This is an optimization exercise on Yosys and OpenROAD, whose aim is small area, not a production implementation. Function was checked by simulation only, so behaviour that the tests miss may differ from the original.

== north ==
Design vga_sprite_car_core, start of the top module:
module vga_sprite_car_core
   #(parameter CD = 12,    
               ADDR_WIDTH = 13,
               KEY_COLOR = 0
   )
   (
    input  logic clk, reset,
    input  logic [10:0] x, y,
    input  logic cs,
    input  logic write,
    input  logic [13:0] addr,
    input  logic [31:0] wr_data,
    input  logic [11:0] si_rgb,
    output logic [11:0] so_rgb
   );
Size: about 2200 cells after synthesis, ~550 flip-flops, ~96 I/O pins, about 27000 µm² of cells after synthesis.
==> module vga_sprite_car_core, before the edit <==
module vga_sprite_car_core
   #(parameter CD = 12,    
               ADDR_WIDTH = 13,
               KEY_COLOR = 0
   )
   (
    input  logic clk, reset,
    input  logic [10:0] x, y,
    input  logic cs,
    input  logic write,
    input  logic [13:0] addr,
    input  logic [31:0] wr_data,
    input  logic [11:0] si_rgb,
    output logic [11:0] so_rgb
   );
   localparam N = 20;
   logic [10:0] xo [0:N-1];
   logic [10:0] yo [0:N-1];
   logic [3:0]  ct [0:N-1];
   logic [N-1:0] vld;
   logic bypass_reg;
   logic wr_reg;
   logic [5:0] a;
   logic a_x, a_y, a_c;
   assign wr_reg = cs & write & addr[13];
   assign a = addr[5:0];
   always_comb begin
      a_x = 1'b0; a_y = 1'b0; a_c = 1'b0;
      for (int k = 0; k < N; k++) begin
         if (a == 6'(3*k+1)) a_x = 1'b1;
         if (a == 6'(3*k+2)) a_y = 1'b1;
         if (a == 6'(3*k+3)) a_c = 1'b1;
      end
   end
   logic [10:0] dx, dy;
   logic [3:0]  dc;
   assign dx = ~(wr_data[10:0] & {11{a_x}});    
   assign dy = ~(wr_data[10:0] & {11{a_y}});
   assign dc = wr_data[3:0] & {4{a_c}};
   always_ff @(posedge clk, posedge reset)
      if (reset)
         bypass_reg <= 1'b0;
      else if (wr_reg && a == 6'd0)
         bypass_reg <= wr_data[0];
   logic [5:0] x_hi_m1, y_hi_m1;
   logic x_hi_nz, y_hi_nz, base_hit;
   assign x_hi_m1 = x[10:5] - 6'd1;
   assign y_hi_m1 = y[10:5] - 6'd1;
   assign x_hi_nz = |x[10:5];
   assign y_hi_nz = |y[10:5];
   assign base_hit = ~x_hi_nz & ~y_hi_nz;    
   logic [N-1:0] hit;
   logic [14:0] d [0:N-1];
   genvar i;
   generate
      for (i = 0; i < N; i++) begin : spr
         logic ws, hx, hy;
         assign ws = wr_reg && a >= 6'(3*i+1) && a <= 6'(3*i+3);
         always_ff @(posedge clk)
            if (ws & (a_x | ~vld[i])) xo[i] <= dx;
         always_ff @(posedge clk)
            if (ws & (a_y | ~vld[i])) yo[i] <= dy;
         always_ff @(posedge clk)
            if (ws & (a_c | ~vld[i])) ct[i] <= dc;
         always_ff @(posedge clk, posedge reset)
            if (reset)
               vld[i] <= 1'b0;
            else if (ws)
               vld[i] <= 1'b1;
         car_src hxu (.p(x), .p_hi_m1(x_hi_m1), .p_hi_nz(x_hi_nz), .p0(~xo[i]), .hit(hx));
         car_src hyu (.p(y), .p_hi_m1(y_hi_m1), .p_hi_nz(y_hi_nz), .p0(~yo[i]), .hit(hy));
         assign hit[i] = vld[i] ? (hx & hy) : base_hit;
         assign d[i] = {vld[i], ct[i], ~yo[i][4:0], ~xo[i][4:0]};
      end
   endgenerate
   logic [15:0] t0 [0:19];
   logic [15:0] t1 [0:9];
   logic [15:0] t2 [0:4];
   logic [15:0] t3 [0:2];
   logic [15:0] t4 [0:1];
   logic [15:0] t5;
   function automatic logic [15:0] pick(input logic [15:0] lo, input logic [15:0] hi);
      pick = {lo[15] | hi[15], lo[15] ? lo[14:0] : hi[14:0]};
   endfunction
   always_comb begin
      for (int k = 0; k < N; k++)
         t0[k] = {(k == N-1) ? 1'b1 : hit[k], d[k]};
      for (int k = 0; k < 10; k++)
         t1[k] = pick(t0[2*k], t0[2*k+1]);
      for (int k = 0; k < 5; k++)
         t2[k] = pick(t1[2*k], t1[2*k+1]);
      t3[0] = pick(t2[0], t2[1]);
      t3[1] = pick(t2[2], t2[3]);
      t3[2] = t2[4];
      t4[0] = pick(t3[0], t3[1]);
      t4[1] = t3[2];
      t5 = pick(t4[0], t4[1]);
   end
   logic [14:0] ds, de;
   assign ds = t5[14:0];
   assign de = ds[14] ? ds : 15'd0;
   logic covered;
   assign covered = |hit;
   logic [4:0] xr, yr, xm;
   logic [3:0] yf;
   logic [1:0] img, body, code;
   assign xr = x[4:0] - de[4:0];
   assign yr = y[4:0] - de[9:5];
   assign img = de[11:10];
   assign body = de[13:12];
   assign xm = xr ^ {5{img[0]}};
   assign yf = yr[3:0] ^ {4{yr[4]}};
   car_ram_lut rom (.yf(yf), .xm(xm), .code(code));
   logic [1:0] code_reg, ecode_reg, body_reg;
   always_ff @(posedge clk)
      code_reg <= img[1] ? 2'd0 : code;
   always_ff @(posedge clk) begin
      ecode_reg <= covered ? code_reg : 2'd0;
      body_reg <= body;
   end
   logic [11:0] spr_rgb;
   always_comb
      case (ecode_reg)
         2'd1: spr_rgb = 12'h0f0;
         2'd2:
            case (body_reg)
               2'd0: spr_rgb = 12'hfff;
               2'd1: spr_rgb = 12'hf00;
               2'd2: spr_rgb = 12'hfa0;
               default: spr_rgb = 12'h088;
            endcase
         default: spr_rgb = 12'hf00;
      endcase
   assign so_rgb = (bypass_reg || ecode_reg == 2'd0) ? si_rgb : spr_rgb;
endmodule
clock: 10.0 ns
lec_check: 0
abc_area: 1
cap_margin: 10
core_margin: 2
core_utilization: 40
place_density: 0.6
slew_margin: 10
synth_memory_max_bits: 16384
standard.sh (not shown) runs the stock make flow with config.mk's settings and CLKGATE_MAP_FILE= SYNTH_SCRIPT=/design/flow/synth_recipe.tcl, a recipe that flattens the netlist after the stock synthesis.
==> flow/flow/run.sh <==
#!/bin/bash
# The standard layout (standard.sh, the standard synthesis script included) with
# three changes made through ORFS's own variables:
#  - ABC maps the logic for area only (flow/abc_area.script: deepsyn, then
#    area-oriented &nf map with the delay target relaxed, no buffering or upsizing);
#  - clock tree synthesis without dummy loads;
#  - the port buffers are the smallest buffer cell.
# Registers are untouched: ABC runs without -dff, so the standard synthesis's
# flip-flops, their names and cell types, are kept.
set -euo pipefail
W=$PWD
rm -rf "$W/scripts_local"
cp -r "$FLOW_HOME/scripts" "$W/scripts_local"
cp "$W/flow/abc_area.script" "$W/scripts_local/abc_area.script"
export SCRIPTS_DIR="$W/scripts_local"
export CTS_ARGS="-sink_clustering_enable -repair_clock_nets -dont_use_dummy_load -buf_list sky130_fd_sc_hd__clkbuf_16 -sink_clustering_size 20 -sink_clustering_max_diameter 100"
export BUFFER_PORTS_ARGS="-buffer_cell sky130_fd_sc_hd__buf_1"
bash standard.sh > "$W/standard_flow.log" 2>&1
==> flow/flow/abc_area.script <==
strash
&get -n
&deepsyn -J 10 -T 900
&put
strash
&get -n
&nf -p -R 1000
&put
topo
dnsize -c
Input-level comparison between south and north:
-- flow/design.v --
<<< north, line 470
   assign xm = xr ^ {5{img[0]}};
   assign yf = yr[3:0] ^ {4{yr[4]}};
   car_ram_lut rom (.yf(yf), .xm(xm), .code(code));
   logic [1:0] code_reg, ecode_reg, body_reg;
   always_ff @(posedge clk)
      code_reg <= img[1] ? 2'd0 : code;
   always_ff @(posedge clk) begin
      ecode_reg <= covered ? code_reg : 2'd0;
      body_reg <= body;
   end
>>> south, line 470
   assign xm = xr ^ {5{img[0]}};
   assign yf = yr[3:0] ^ {4{yr[4]}};
   logic [3:0] yf_reg;
   logic [4:0] xm_reg;
   logic blank_reg;
   always_ff @(posedge clk) begin
      yf_reg <= yf;
      xm_reg <= xm;
      blank_reg <= img[1];
   end
   car_ram_lut rom (.yf(yf_reg), .xm(xm_reg), .code(code));
   logic [1:0] ecode_reg, body_reg;
   always_ff @(posedge clk) begin
      ecode_reg <= (covered && !blank_reg) ? code : 2'd0;
      body_reg <= body;
   end
## What came out
- south vs north — final cell count dropped about 2.5%.
- Compared with north, in south via count fell by about 4.6%; fraction of area in clock buffers and inverters rose by 0.26 points; wire length the detailed router placed on met1 fell by about 3%; antenna diode instance count rose by 1.
- In the tables for south and north, share of the cycle needed by the critical path after routing reads higher with south.
- On south: number of synthesized register bits is about 1.5% higher than what north gave.

-- separate check: timing with driven ports --
The results above use ideal ports. As a check the final layouts listed here were re-extracted and re-timed, cells and wires unchanged. Step 1: set_driving_cell puts a clkbuf_16 on clk and a buf_2 on each other input, an assumption about the parent block. Step 2 times the ports against the registers' clock, not the clock port: input delays grow and output delays shrink by t, the midpoint of the rising clock arrivals with the driver on. Three values: no drivers, after step 1, after step 2; two values: the first two.
run | t, ns | setup WS [ns] | latest minus earliest clock arrival (ns) | worst register clock-pin slew, ns | pins driven straight from the clock port
north | 0.665 | 1.053 / 1.029 / 0.364 | 0.046 / 0.046 | 0.09 / 0.09 | 1
south | 0.631 | 0.969 / 1.018 / 0.388 | 0.071 / 0.071 | 0.09 / 0.09 | 1
After both steps setup and hold are still met in every run listed. The setup slack of north, which loses most, moves by -0.024 ns with the drivers and by -0.689 ns with both steps.
